Background: an optimization exercise with open tools, aiming at small area. Do not read the settings as production practice. Where RTL was checked, it was by simulation tests only, not by an equivalence proof against the original.

v6:
## MIPS_CP1_13
module MIPS_CP1_13(
  input clk,
        rst,
  output [7:0]  imem_addr,
  input  [31:0] imem_rdata,
  output        dmem_re,
  output        dmem_we,
  output [31:0] dmem_addr,
  output [31:0] dmem_wdata,
  input  [31:0] dmem_rdata
);
reg  [7:0]  pc;
reg  [31:0] fd_instr;
reg         fd_at_pc;
reg         dx_rtype, dx_beq, dx_alusrc, dx_regw, dx_read, dx_write, dx_jmp, dx_fpw;
reg  [4:0]  dx_rs, dx_rt, dx_rd, dx_fd;
reg  [31:0] dx_a, dx_b;
reg  [15:0] dx_imm;
reg  [7:0]  dx_target;
reg         xm_regw, xm_read, xm_write, xm_fpw, xm_jmp, xm_brt;
reg  [4:0]  xm_dst, xm_fd;
reg  [31:0] xm_addr, xm_sdata;
reg  [7:0]  xm_target;
reg         xm_flip;
reg         mw_regw, mw_fpw;
reg  [4:0]  mw_dst, mw_fd;
reg  [31:0] mw_val;
wire bubble = xm_jmp | xm_brt;
wire [5:0] op = fd_instr[31:26];
wire is_r    = (op == 6'h00);
wire is_j    = (op == 6'h02);
wire is_beq  = (op == 6'h04);
wire is_addi = (op == 6'h08);
wire is_adds = (op == 6'h11);
wire is_lw   = (op == 6'h23);
wire is_sw   = (op == 6'h2b);
wire is_lwc1 = (op == 6'h31);
wire is_swc1 = (op == 6'h39);
wire [4:0] f_rs = fd_instr[25:21];
wire [4:0] f_rt = fd_instr[20:16];
wire [4:0] f_rd = fd_instr[15:11];
wire [4:0] f_sh = fd_instr[10:6];
wire use_rs = is_r | is_addi | is_beq | is_lw | is_sw | is_lwc1 | is_swc1;
wire use_rt = is_r | is_beq | is_sw;
wire [4:0] d_rs = use_rs ? f_rs : 5'd0;
wire [4:0] d_rt = use_rt ? f_rt : 5'd0;
wire [4:0] d_rd = is_r ? f_rd : (is_addi | is_lw) ? f_rt : 5'd0;
wire [4:0] d_fd = is_lwc1 ? f_rt : is_adds ? f_sh : 5'd0;
wire [4:0] d_fs = is_adds ? f_rd : 5'd0;
wire [4:0] d_ft = (is_adds | is_swc1) ? f_rt : 5'd0;
  ...
Settings: LEC_CHECK=0, CAP_MARGIN=20, CELL_PAD_IN_SITES_DETAIL_PLACEMENT=1, CELL_PAD_IN_SITES_GLOBAL_PLACEMENT=1, CORE_MARGIN=2, CORE_UTILIZATION=35, CTS_BUF_LIST=sky130_fd_sc_hd__clkbuf_8 sky130_fd_sc_hd__clkbuf_16, CTS_CLUSTER_DIAMETER=100, CTS_CLUSTER_SIZE=25, PLACE_DENSITY=0.5, SLEW_MARGIN=20, SYNTH_HIERARCHICAL=1, SYNTH_MINIMUM_KEEP_SIZE=0; clock period 10.0 ns.
run.sh (not shown) runs the stock make flow with config.mk's settings and CLKGATE_MAP_FILE= SYNTH_SCRIPT=/design/flow/synth_recipe.tcl, a recipe that flattens the netlist after the stock synthesis.
#### Input delta (v7 over v6)
--- a/flow/design.v
+++ b/flow/design.v
@@ -18,14 +18,15 @@
 reg  [15:0] dx_imm;
 reg  [7:0]  dx_target;
 reg         xm_regw, xm_read, xm_write, xm_fpw, xm_jmp, xm_brt;
 reg  [4:0]  xm_dst, xm_fd;
 reg  [31:0] xm_addr, xm_sdata;
 reg  [7:0]  xm_target;
 reg         xm_flip;
+reg  [7:0]  xm_edif;
 reg         mw_regw, mw_fpw;
 reg  [4:0]  mw_dst, mw_fd;
 reg  [31:0] mw_val;
 wire bubble = xm_jmp | xm_brt;
 wire [5:0] op = fd_instr[31:26];
 wire is_r    = (op == 6'h00);
 wire is_j    = (op == 6'h02);
@@ -134,29 +135,31 @@
 wire fwdM_rt = (mw_dst != 5'd0) & (mw_dst == dx_rt);
 wire [31:0] x_a = fwdX_rs ? xm_addr : fwdM_rs ? mw_val : dx_a;
 wire [31:0] x_b = fwdX_rt ? xm_addr : fwdM_rt ? mw_val : dx_b;
 wire [31:0] imm32 = {{16{dx_imm[15]}}, dx_imm};
 wire [31:0] alu_b = dx_alusrc ? imm32 : x_b;
 wire [5:0]  funct = dx_imm[5:0];
 wire alu_sub = dx_beq | (dx_rtype & (funct == 6'h22));
-wire [31:0] alu_sum = x_a + (alu_b ^ {32{alu_sub}}) + {31'd0, alu_sub};
+wire [31:0] alu_sum;
+add32 u_alu_add(.a(x_a), .b(alu_b ^ {32{alu_sub}}), .cin(alu_sub), .s(alu_sum));
 reg [31:0] alu;
 always @* begin
   alu = alu_sum;
   if (dx_rtype & ~dx_beq) begin
     case (funct)
       6'h24:   alu = x_a & alu_b;
       6'h25:   alu = x_a | alu_b;
       6'h26:   alu = x_a ^ alu_b;
       default: alu = alu_sum;
     endcase
   end
 end
 wire alu_zero = (alu == 32'd0);
 wire fcmp = ~(dx_a[30:0] > dx_b[30:0]);
+wire [7:0] fdif = fcmp ? (dx_b[30:23] - dx_a[30:23]) : (dx_a[30:23] - dx_b[30:23]);
 always @(posedge clk) begin
   if (bubble) begin
     xm_regw <= 1'b0; xm_read <= 1'b0; xm_write <= 1'b0; xm_fpw <= 1'b0;
     xm_jmp <= 1'b0; xm_brt <= 1'b0;
     xm_dst <= 5'd0; xm_fd <= 5'd0;
   end else begin
     xm_regw  <= dx_regw  & ~xbub;
@@ -167,28 +170,29 @@
     xm_brt   <= dx_beq   & ~xbub & alu_zero;
     xm_dst   <= (rst | xbub) ? 5'd0 : dx_rd;
     xm_fd    <= dx_fd;
   end
   xm_addr   <= alu;
   xm_sdata  <= x_b;
   xm_flip   <= fcmp;
+  xm_edif   <= fdif;
   xm_target <= dx_target;
 end
 assign dmem_re    = xm_read;
 assign dmem_we    = xm_write;
 assign dmem_addr  = xm_addr;
 assign dmem_wdata = xm_sdata;
 wire [31:0] fgt   = xm_flip ? xm_sdata : xm_addr;
 wire [31:0] flt   = xm_flip ? xm_addr : xm_sdata;
-wire [7:0]  e_dif = fgt[30:23] - flt[30:23];
 wire [23:0] lt_m  = {|flt[30:0], flt[22:0]};
-wire [23:0] lt_sh = lt_m >> e_dif;
+wire [23:0] lt_sh = lt_m >> xm_edif;
 wire        action = xm_addr[31] ^ xm_sdata[31];
 wire [23:0] gt_m = {|fgt[30:0], fgt[22:0]};
-wire [24:0] f_mnt = {1'b0, gt_m} + ({1'b0, lt_sh} ^ {25{action}}) + {24'd0, action};
+wire [24:0] f_mnt;
+add25 u_fp_add(.a({1'b0, gt_m}), .b({1'b0, lt_sh} ^ {25{action}}), .cin(action), .s(f_mnt));
 wire [24:0] ly5 = f_mnt;
 wire        s4  = ~(|ly5[24:9]);
 wire [24:0] ly4 = s4 ? {ly5[8:0], 16'd0} : ly5;
 wire        s3  = ~(|ly4[24:17]);
 wire [24:0] ly3 = s3 ? {ly4[16:0], 8'd0} : ly4;
 wire        s2  = ~(|ly3[24:21]);
 wire [24:0] ly2 = s2 ? {ly3[20:0], 4'd0} : ly3;
@@ -211,7 +215,49 @@
 endmodule
 module rf_aoi3(
   input  a1, b1, a2, b2, a3, b3,
   output y
 );
 assign y = ~((a1 & b1) | (a2 & b2) | (a3 & b3));
 endmodule
+module add32(
+  input  [31:0] a, b,
+  input         cin,
+  output [31:0] s
+);
+reg [31:0] G, P;
+integer l, i;
+always @* begin
+  G = a & b; P = a ^ b;
+  G[0] = G[0] | (P[0] & cin);
+  for (l = 1; l < 32; l = l * 2)
+    for (i = 2*l - 1; i < 32; i = i + 2*l) begin
+      G[i] = G[i] | (P[i] & G[i-l]); P[i] = P[i] & P[i-l];
+    end
+  for (l = 8; l >= 1; l = l / 2)
+    for (i = 3*l - 1; i < 32; i = i + 2*l) begin
+      G[i] = G[i] | (P[i] & G[i-l]); P[i] = P[i] & P[i-l];
+    end
+end
+assign s = (a ^ b) ^ {G[30:0], cin};
+endmodule
+module add25(
+  input  [24:0] a, b,
+  input         cin,
+  output [24:0] s
+);
+reg [24:0] G, P;
+integer l, i;
+always @* begin
+  G = a & b; P = a ^ b;
+  G[0] = G[0] | (P[0] & cin);
+  for (l = 1; l < 25; l = l * 2)
+    for (i = 2*l - 1; i < 25; i = i + 2*l) begin
+      G[i] = G[i] | (P[i] & G[i-l]); P[i] = P[i] & P[i-l];
+    end
+  for (l = 8; l >= 1; l = l / 2)
+    for (i = 3*l - 1; i < 25; i = i + 2*l) begin
+      G[i] = G[i] | (P[i] & G[i-l]); P[i] = P[i] & P[i-l];
+    end
+end
+assign s = (a ^ b) ^ {G[23:0], cin};
+endmodule
[summary]
v7: flow completed, timing, DRC and antenna clean
The post-layout instance area of v7 falls short of that of v6 by 0.36%.
v7 against v6: layout cell share with drive strength beyond 1 moved down, non-clock inverter count in the final layout rose by 31%.
Against v6, number of antenna violations at the first check in global routing in v7 fell by more than a quarter.
v7 falls short of v6 in time the worst path needs with I/O delays and setup.
Summary of v7 over v6: maximum achievable frequency dropped 0.60%, global-route usage has remained practically unchanged, count of cells along the worst register-to-register path saw a decrease, final weighted congestion of routability-driven global placement went down.
Only the layout flow was run in v6; the RTL was not checked for function there.

re-timing with driven ports:
The flow's constraints put no driver on any port. The routed layouts listed below were extracted and timed again, unchanged, in two steps. Step 1 sets driving cells, clkbuf_16 on the clock port and buf_2 on the other inputs (assumed; they add their load-dependent delay and slew). Step 2 adds t to the input delays and takes it off the output delays; t is the mean of the earliest and latest rising clock arrival at the registers after step 1. Input paths then give back, and output paths get back, about the clock's delay inside the block. a / b / c = no drivers / after step 1 / after step 2; a / b = the first two.
run	shift t [ns]	setup slack, ns	pins driven straight from the clock port
v6	1.010	0.691 / 0.691 / 0.691	1
v7	1.015	0.634 / 0.634 / 0.634	1
After both steps every run listed still meets setup and hold.
